What follows belongs to an exercise in optimizing a design on an open flow for small area and a short achievable clock period; a production flow would make more cautious choices. RTL that was checked went through simulation tests only; none was proved equivalent to the original. No functional check of the RTL was part of run 1. Power is estimated from default activity; no workload was simulated.

==> flow/design.v, too long to show whole: its modules and the start of the top module <==
// module QE_M: 847 lines
// module qe_fa: 5 lines
// module qe_fs: 5 lines
// module qe_fc: 5 lines
// module qe_x2: 5 lines
// module qe_xn: 5 lines
// module qe_cy: 5 lines
// module qe_ha: 5 lines
// module qe_aoi: 5 lines
// module qe_oai: 5 lines
module QE_M (clk, reset, in_a, in_b, in_c, in_x, mode, valid_in, last_input, valid_out, result);
  // ...
==> flow/flow/run.sh <==
#!/bin/bash
# The standard layout, with buf_4 cells as the port buffers.
bash standard.sh "BUFFER_PORTS_ARGS=-buffer_cell sky130_fd_sc_hd__buf_4" finish > standard.log 2>&1
==> flow/standard.sh <==
#!/bin/bash
# synth_recipe.tcl (not shown) runs the flow's synth.tcl, then flattens the netlist and writes it again
# the make line also repeats each setting of config.mk as NAME=value (left out here)
make -C /OpenROAD-flow-scripts/flow DESIGN_CONFIG=/design/flow/config.mk WORK_HOME=/design/flow/orfs CLKGATE_MAP_FILE= SYNTH_SCRIPT=/design/flow/synth_recipe.tcl "${@:-finish}"
==> flow/config.mk <==
export PLATFORM = sky130hd
export DESIGN_NAME = QE_M
export DESIGN_NICKNAME = QE_M
export VERILOG_FILES = /design/flow/design.v
export SDC_FILE = /design/flow/constraint.sdc
export NUM_CORES = 4
export LEC_CHECK = 0
export CAP_MARGIN = 20
export CORE_MARGIN = 2
export CORE_UTILIZATION = 40
export CTS_BUF_LIST = sky130_fd_sc_hd__clkbuf_8
export SETUP_SLACK_MARGIN = 4.1
export SLEW_MARGIN = 20
export SYNTH_HIERARCHICAL = 1
==> flow/constraint.sdc <==
create_clock -name core_clock -period 6.5 [get_ports {clk}]
set_input_delay 1.3000 -clock core_clock [delete_from_list [all_inputs] [get_ports {clk}]]
set_output_delay 1.3000 -clock core_clock [all_outputs]
set_load 0.01 [all_outputs]
==> summary.md, run 1 <==
| Metric | Value |
|---|---|
| Final Power | a little under 5 mW |
| CTS tree | yes |
| Die width | 149 µm |
| Met3 wire len | around 630 µm |
| PD cells | 499 nW/µm² |
| Multi-input logic area | 5390 µm² |
| Wire length on met1 | 8520 µm |
| Post-synth EDFFs | 0 |
| Async set-or-reset flop fraction in the synthesized netlist | 0.0329 |
| Largest net degree at the start of global routing | 36 |
| CP max stage cell | dfxtp_1 |
| Fill cell count | 2057 |
| Multi-input combinational area share | 0.557 |
| Post-Synthesis Cells | 877 |
| Number of global-route vias before repair | 5984 |
| Largest Pwr Group | combinational cells |
| Arrival @ worst endpoint | 2650 ps |
| Crit. End Element | flop |
| ANT nets after route | 0 |
| Clock group | 0.754 mW |
| Yosys warns | 7 |
| Synth Area per Inst | roughly 9.6 µm² |
| Crit path to | R[10] |
| Inverters | 11 |
| Met3 usage | 0.0309 |
| Clock transition at path regs | 80 ps |
| Post-DP HPWL | between 10000 and 15000 µm |
| RSZ-0062 raised after global routing | false |
| Outcome | complete, no violations |
| Synth unique cells | 42 |
==> run 2: changes to the inputs <==
--- a/flow/design.v
+++ b/flow/design.v
@@ -132,17 +132,17 @@
 qe_x2 td_cp_sx8 (.a(td_cp_p[8]), .b(td_cp_c[8]), .y(S3s[8]));
 qe_x2 td_cp_sx9 (.a(td_cp_p[9]), .b(td_cp_c[9]), .y(S3s[9]));
 qe_x2 td_cp_sx10 (.a(td_cp_p[10]), .b(td_cp_c[10]), .y(S3s[10]));
 qe_x2 td_cp_sx11 (.a(td_cp_p[11]), .b(td_cp_c[11]), .y(S3s[11]));
 qe_x2 td_cp_sx12 (.a(td_cp_p[12]), .b(td_cp_c[12]), .y(S3s[12]));
 qe_x2 td_cp_sx13 (.a(td_cp_p[13]), .b(td_cp_c[13]), .y(S3s[13]));
 qe_x2 td_cp_sx14 (.a(td_cp_p[14]), .b(td_cp_c[14]), .y(S3s[14]));
 qe_x2 td_cp_sx15 (.a(td_cp_p[15]), .b(td_cp_c[15]), .y(S3s[15]));
-wire [7:0] bg = ~(in_b & {8{~m1}});
+wire [7:0] bg = ~(in_b & {8{~mode}});
 wire pa_0_0, pa_0_1, pa_0_2, pa_0_3, pa_0_4, pa_0_5, pa_0_6, pa_0_7;
 wire pa_1_0, pa_1_1, pa_1_2, pa_1_3, pa_1_4, pa_1_5, pa_1_6, pa_1_7;
 wire pa_2_0, pa_2_1, pa_2_2, pa_2_3, pa_2_4, pa_2_5, pa_2_6, pa_2_7;
 wire pa_3_0, pa_3_1, pa_3_2, pa_3_3, pa_3_4, pa_3_5, pa_3_6, pa_3_7;
 wire pa_4_0, pa_4_1, pa_4_2, pa_4_3, pa_4_4, pa_4_5, pa_4_6, pa_4_7;
 wire pa_5_0, pa_5_1, pa_5_2, pa_5_3, pa_5_4, pa_5_5, pa_5_6, pa_5_7;
 wire pa_6_0, pa_6_1, pa_6_2, pa_6_3, pa_6_4, pa_6_5, pa_6_6, pa_6_7;
 wire pa_7_0, pa_7_1, pa_7_2, pa_7_3, pa_7_4, pa_7_5, pa_7_6, pa_7_7;
==> flow/flow/run.sh (replaced) <==
#!/bin/bash
# The standard layout, with buf_4 cells as the input port buffers and buf_2
# cells as the output port buffers (the outputs are buffered by a hook that
# runs just before the flow buffers the inputs).
export PRE_GLOBAL_PLACE_TCL="$PWD/flow/buffer_outputs.tcl"
bash standard.sh "BUFFER_PORTS_ARGS=-inputs -buffer_cell sky130_fd_sc_hd__buf_4" finish > standard.log 2>&1
==> flow/flow/buffer_outputs.tcl (new file) <==
# Buffer the output ports with buf_2 cells; the flow then buffers the inputs.
buffer_ports -outputs -buffer_cell sky130_fd_sc_hd__buf_2
==> flow/config.mk (replaced) <==
export PLATFORM = sky130hd
export DESIGN_NAME = QE_M
export DESIGN_NICKNAME = QE_M
export VERILOG_FILES = /design/flow/design.v
export SDC_FILE = /design/flow/constraint.sdc
export NUM_CORES = 4
export LEC_CHECK = 0
export CAP_MARGIN = 20
export CORE_MARGIN = 2
export CORE_UTILIZATION = 40
export CTS_BUF_LIST = sky130_fd_sc_hd__clkbuf_8
export SETUP_SLACK_MARGIN = 4
export SLEW_MARGIN = 20
export SYNTH_HIERARCHICAL = 1
==> summary.md, run 2 <==
| Metric | Value |
|---|---|
| Post-DR vias/cell | 4.99 |
| Final Util | 0.452 |
| # Post-CTS Setup Buffers | 0 |
| Fin nets | 964 |
| Arrival @ worst endpoint | 2750 ps (+100 ps) |
| Leakage power | about 3.7 nW |
| Ant diodes | 0 |
| Required @ worst endpoint | 6890 ps |
| Synth-to-Final Area Change | 11.7% |
| Post-synth EDFFs | 0 (unchanged) |
| Worst-path cell chain | a22oi_1 > xor2_1 > fa_1 > xor2_1 > xor2_1 > a22o_1 |
| Synth area leaders | dfxtp_1 (35%), xor2_1 (20%), fa_1 (8.8%) |
| Worst hold start | C1[0] |
| Cell count along the critical path | 6 |
| Clock transition at path regs | 90 ps (about the same) |
| Internal power | 2.65 mW |
| Hold depth | 0 |
| PortBufs | 53 |
| First-pass DRT Iterations | 5 |
| Crit path buf inv count | 0 |
| Fin Setup TNS | 0 ps |
| Register area | 3070 µm² |
| Fill cell count | 2032 (-1.2%) |
| Worst reg2reg startpoint | bt[0] |
| Clock share of power | 0.151 |
| Commonest non-fill, non-tap cell in the layout | xor2_1 |
| Synth unique cells | 42 (unchanged) |
| Top Registers | R x16, Y x16 |
| Crit. End Element | flop |
| Die area | 22300 µm² |
| Top post-synthesis cells by count | xor2_1 (194), dfxtp_1 (147), nand2_1 (99) |
| Commonest non-fill, non-tap cells in the layout | xor2_1 (186), dfxtp_1 (144), nand2_1 (86), a22oi_1 (48), a22o_1 (45) |
| Clock net sink count | 152 |
| Most common cell on crit path | xor2_1 |
| Core area | 20900 µm² |
| Share of the synthesized area in the top cell type | 0.348 |
| Synth Area per Inst | 9.63 µm² (about the same) |
| ANT nets after route | 0 (unchanged) |
| Max-Cap Viols | 0 |
| First-pass GRT wire length | 29200 µm |
| Post-synthesis sequential area ratio | 0.363 |
| Max Freq | 424 MHz |
| Yosys warns | 7 (unchanged) |
| CP max stage cell | dfxtp_1 |
| Root Driver | clkbuf_8 |
| Net Switching | 2.05 mW |
| PD cells | 497 nW/µm² (-0.39%) |
| Die width | 149 µm (about the same) |
| Initial Util | 0.405 |
| Routed wire length | 17300 µm |
| Min Tclk post-route | 2360 ps |
| Startpoint types | flop |
| Clock Latency Late Sink | 450 ps |
| Remaining DRCs | 0 |
| DP Area | approximately 9000 µm² |
| Total number of H-tree levels | 4 |
| Post-Synthesis Cells | 878 (+0.11%) |
| Final worst slack | between 4000 and 5000 ps |
| Overflow after GRT | 0 |
| Num rows | 53 |
| Largest net degree at the start of global routing | 36 (unchanged) |
| Outcome | complete, no violations |
| Reg power frac | 0.327 |
| Post-DP HPWL | 13300 µm (-0.97%) |
| Total Routing Usage GR | 0.165 |
| RD Place Congestion | slightly below 0.9 |
| Peak supply drop | between 0.00015 and 0.0002 V |
| R2R depth | 6 |
| Initial DRC count | 265 |
| Initial antenna violation count | 0 |
| Cts bufs inserted | 17 |
| Share of cells above drive strength 1 | 0.160 |
| Multi-input logic area | 5330 µm² (-1.1%) |
| Worst setup path category | flop to flop |
| Top delay family on crit path | flip-flops |
| Number of synthesized register bits | 152 |
| Switching share of power | 0.436 |
| Final instance area | 9450 µm² |
| Worst R2R Setup Slack | 4140 ps |
| Final setup violation count | 0 |
| Ports | 54 |
| Combinational Power Share | 0.522 |
| Clk_skew | 14.7 ps |
| Critical-path maximum fanout | 15 |
| Fin. Hold Viols | 0 |
| Max clock buf depth | 2 |
| Post-synth top area cell | dfxtp_1 |
| Count leader, synth | xor2_1 |
| Vert. Die Dim | 149 µm |
| Via count | 5875 |
| Async set-or-reset flop fraction in the synthesized netlist | 0.0329 (unchanged) |
| Wire length per cell | about 15 µm |
| CTS Hold Buffers Added | 0 |
| Mapped Area | approximately 8500 µm² |
| Slew @ Worst Pin | ~560 ps |
| Final critical-path share of the clock period | 0.363 |
| Tightest Hold Check Type | flop to flop |
| CP max stage delay | a little under 700 ps |
| CTS tree | yes |
| Rel. slew slack | 0.624 |
| RSZ-0062 raised after global routing | true |
| WHS | 332 ps |
| Top_reg_cell synth | dfxtp_1 |
| Dpl ws | 3820 ps |
| Fin. max-slew vios | 0 |
| Number of global-route vias before repair | 5898 (-1.4%) |
| Worst setup startpoint | bt[0] |
[run 2: changes by cell type in the layout (fill, tap and decap cells not counted), sizes merged]
cell	before	now
buf	53	37
bufinv	3	1
inv	18	19
[run 2: final cells by class]
| class | instances | area share |
|---|---|---|
| Clock buffer | 17 | 0.0248 |
| Clock inverter | 14 | 0.0163 |
| Inverter | 11 | 0.00437 |
| Multi-Input combinational cell | 671 | 0.564 |
| Sequential cell | 152 | 0.325 |
| Tap cell | 275 | 0.0364 |
| Timing Repair Buffer | 37 | 0.0294 |
[run 2: cell families after synthesis]
kind of cell	Yosys count	share of synthesized area
XOR/XNOR	235	0.243
AND/OR/NAND/NOR	205	0.113
AO/OA/AOI/OAI	189	0.164
flip-flops	152	0.363
buffers and inverters	56	0.0256
adder cells (fa/ha/maj)	37	0.0876
other	2	0.000888
multiplexers	2	0.00266
[run 2: power by group through the flow]
stage	clock network, mW	registers, mW	logic, mW
floorplan	0	1.43	2.14
global placement	0	1.55	2.39
detailed placement	0	1.56	2.44
CTS	0.738	1.54	2.44
global route	0.779	1.58	2.74
finish	0.709	1.54	2.45
[run 2: what timing repair did]
item / CTS / global route
pin swaps: 0 / 0
setup endpoints to repair: 2 / 12
resized for setup: 1 / 7
gates cloned: 0 / 0
[run 2: routing by layer]
metal	GRT usage	up-vias	share of wire
li1	-	2951	-
met1	0.224	2804	0.49
met2	0.263	102	0.47
met3	0.0343	18	0.032
met4	0.0519	0	0.013
met5	0	-	0
[run 2: modules after synthesis, one instance, submodules excluded]
module | cell area (µm²) | flops+latches | cells
qe_x2 | 8.76 | 0 | 1
qe_xn | 8.76 | 0 | 1
qe_aoi | 8.76 | 0 | 1
QE_M | 5430 | 152 | 571
qe_oai | 5.00 | 0 | 1
qe_fa | 20.0 | 0 | 1
qe_cy | 8.76 | 0 | 1
[run 2: worst paths after layout]
check / end
max in group asynchronous: lastd
hold reg to reg: C2[0]
hold / removal: C2[0]
min in group asynchronous: q2
setup / recovery: S3b13
setup reg to reg: S3b13
[run 2: per-stage QoR]
stage          power (mW)  instances
2_1_floorplan        3.57        879
3_3_place_gp         3.94       1146
3_5_place_dp         4.00       1146
4_1_cts              4.72       1177
5_1_grt              5.10       1177
6_report             4.70       1177

## static timing again, ports no longer ideal
How much do the figures lean on ideal ports? The routed layouts below were timed once more, with nothing changed but the port constraints.
Step 1 (the two cells are an assumption about what drives the block):
set clk [get_ports {clk}]
set_driving_cell -lib_cell sky130_fd_sc_hd__clkbuf_16 $clk
set_driving_cell -lib_cell sky130_fd_sc_hd__buf_2 [delete_from_list [all_inputs] $clk]
Step 2 adds t to the input delays and takes it off the output delays; t is the mean of the earliest and latest rising clock arrival at the registers after step 1. Input paths then give back, and output paths get back, about the clock's delay inside the block.
Slacks: ideal / step 1 / step 2; pairs: ideal / step 1.
run	shift t [ns]	slack for setup (ns)	worst setup path at the end
run 1	0.481	4.222 / 4.196 / 3.785	input to register
run 2	0.486	4.140 / 4.140 / 3.803	input to register
After both steps setup and hold are still met in every run listed. For run 1, which loses most, drivers alone change the setup slack by -0.026 ns; drivers and shift together by -0.437 ns.
